Source: an optimization exercise on an open RTL-to-GDS flow (aim: small area and a short achievable clock period). Production flows keep margins and buffers that such runs may drop. At most, simulation tests tie the RTL to the original design; equivalence was not proved. No activity file was given, so power comes from the tool's default toggle rates.

## run 1
Design adc_to_vga, start of the top module:
module adc_to_vga(clock, reset, ADC_CS_N, ADC_DIN, ADC_SCLK, ADC_DOUT, vga_R, vga_G,
vga_B, vga_clk, vga_blank, vga_sync, vga_h_sync, vga_v_sync);
For scale: roughly 35 I/O pins, ~13000 um2 of cells after synthesis.
==> flow/config.mk <==
export PLATFORM = sky130hd
export DESIGN_NAME = adc_to_vga
export DESIGN_NICKNAME = adc_to_vga
export VERILOG_FILES = /design/flow/design.v
export SDC_FILE = /design/flow/constraint.sdc
export NUM_CORES = 4
export LEC_CHECK = 0
export ABC_AREA = 1
export CAP_MARGIN = 50
export CORE_MARGIN = 2
export CORE_UTILIZATION = 40
export CTS_BUF_LIST = sky130_fd_sc_hd__clkbuf_8
export SLEW_MARGIN = 70
==> flow/constraint.sdc <==
create_clock -name core_clock -period 110.0 [get_ports {clock}]
set_input_delay 22.0000 -clock core_clock [delete_from_list [all_inputs] [get_ports {clock}]]
set_output_delay 22.0000 -clock core_clock [all_outputs]
set_load 0.01 [all_outputs]
standard.sh (not shown) runs the stock make flow with config.mk's settings and CLKGATE_MAP_FILE= SYNTH_SCRIPT=/design/flow/synth_recipe.tcl, a recipe that flattens the netlist after the stock synthesis.
==> flow/flow/run.sh <==
#!/bin/bash
# Standard layout; the only change is the cell used for the port buffers
# (a plain buf_2 instead of the one the resizer picks), so that the output
# and input paths are not slowed by a delay cell.
set -o pipefail
export BUFFER_PORTS_ARGS="-buffer_cell sky130_fd_sc_hd__buf_2"
bash standard.sh > standard.log 2>&1
## Diff of input files: run 2 against run 1
-- flow/config.mk --
<<< run 1, line 13
>>> run 2, line 13
export CTS_CLUSTER_DIAMETER = 60
export CTS_CLUSTER_SIZE = 25
==> comparison <==
Run 2: flow completed, timing, DRC and antenna clean. Source-to-sink clock delay at the later pin of the worst-skew pair, run 1 and run 2: smaller value in run 1. Changes observed in run 2 relative to run 1: share of layout cells above drive strength 1 dropped 0.79 points; relative contribution of combinational cells to total power moved up. Looking at worst-case hold slack, run 2 sits above run 1. Changes observed in run 2 relative to run 1: sequential share of layout area climbed 0.64 points; routed wire length dropped about 2%. Sort run 1 and run 2 by power, descending, and run 1 comes first. The lower count of clock buffers in the final design of run 1 and run 2 is in run 2.
[inputs] run 3 vs run 2
-- flow/config.mk --
<<< run 2, line 12
export CTS_BUF_LIST = sky130_fd_sc_hd__clkbuf_8
export CTS_CLUSTER_DIAMETER = 60
export CTS_CLUSTER_SIZE = 25
>>> run 3, line 12
### Flow results
~same met2 track demand over resource in run 2 and run 3. Re core utilization: run 3 is 1.0 points up on run 2. Run 3 vs run 2 on later-pin clock latency in the skew report: run 3 is the lower one. Run 3 vs. run 2: total detailed-routing wirelength has increased, power density relative to cell area went up about 5%, final-stage net count about even.
No functional check of the RTL was part of any run of this note.

---

Setup of rev 12:
adc_to_vga, a different RTL version from the one above (not shown whole).
For scale: about 13000 µm² of cells after synthesis.
clock: 110.0 ns
lec_check: 0
abc_area: 1
cap_margin: 50
core_margin: 2
core_utilization: 40
slew_margin: 70
==> flow/flow/run.sh <==
#!/bin/bash
# Standard layout; the only change is the cell used for the port buffers
# (a plain buf_4 instead of the one the resizer picks), so that the output
# and input paths are not slowed by a delay cell.
set -o pipefail
export BUFFER_PORTS_ARGS="-buffer_cell sky130_fd_sc_hd__buf_4"
bash standard.sh > standard.log 2>&1
> inputs changed (rev 12 -> rev 13)
- changing CAP_MARGIN from 50 to 20
- changing SLEW_MARGIN from 70 to 20
==> flow/run.sh (new file) <==
#!/bin/bash
# synth_recipe.tcl (not shown) runs the flow's synth.tcl, then flattens the netlist and writes it again
# the make line also repeats each setting of config.mk as NAME=value (left out here)
make -C /OpenROAD-flow-scripts/flow DESIGN_CONFIG=/design/flow/config.mk WORK_HOME=/design/flow/orfs CLKGATE_MAP_FILE= SYNTH_SCRIPT=/design/flow/synth_recipe.tcl finish
removed: flow/flow/run.sh
removed: flow/standard.sh
==> summary.txt <==
No stage failed in rev 13, and the final checks on the layout all came back clean.
Rev 12: full flow OK, the timing, design-rule and antenna checks passed
Per the comparison of rev 13 with rev 12, worst ir drop on vdd moved up, total wire length after detailed routing dropped 0.62%, overall track demand over capacity in global routing moved up.
On rev 13: worst slack at placement is 0.79 ns lower than what rev 12 gave.
The run showing the smaller critical path depth is rev 12.
In rev 13 the layout cell share with drive strength beyond 1 turned out 2.8 points lower than in rev 12.
Status: filler-free cell count of the finished design parity (rev 12, rev 13)
On peak clock frequency supported by timing, rev 13 does worse than rev 12.
The power per standard cell area on rev 12 is in line with that on rev 13.
Final RePlAce weighted congestion of rev 13 falls short of that of rev 12 by a few percent.

[afterwards: timing with drivers on the ports]
The results above use ideal ports. As a check the final layouts listed here were re-extracted and re-timed, cells and wires unchanged. Step 1: set_driving_cell puts a clkbuf_16 on clock and a buf_2 on each other input, an assumption about the parent block. Step 2 also shifts input and output timing later by t, the mid clock arrival at the registers, as if the neighbouring blocks saw the same clock. Slacks: ideal / step 1 / step 2; pairs: ideal / step 1.
run	shift t [ns]	slack for setup (ns)	clock arrival spread, ns	worst data-port slew with drivers (ns)
run 1	0.583	86.805 / 86.760 / 86.635	0.030 / 0.030	0.03
run 2	0.592	86.801 / 86.758 / 86.670	0.042 / 0.042	0.03
run 3	0.559	86.824 / 86.776 / 86.647	0.017 / 0.016	0.03
rev 12	0.577	86.799 / 86.752 / 86.550	0.014 / 0.015	0.03
rev 13	0.569	86.346 / 86.354 / 85.806	0.010 / 0.009	0.03
After both steps every run listed still meets setup and hold. The setup slack of rev 13, which loses most, moves by +0.008 ns with the drivers and by -0.540 ns with both steps.
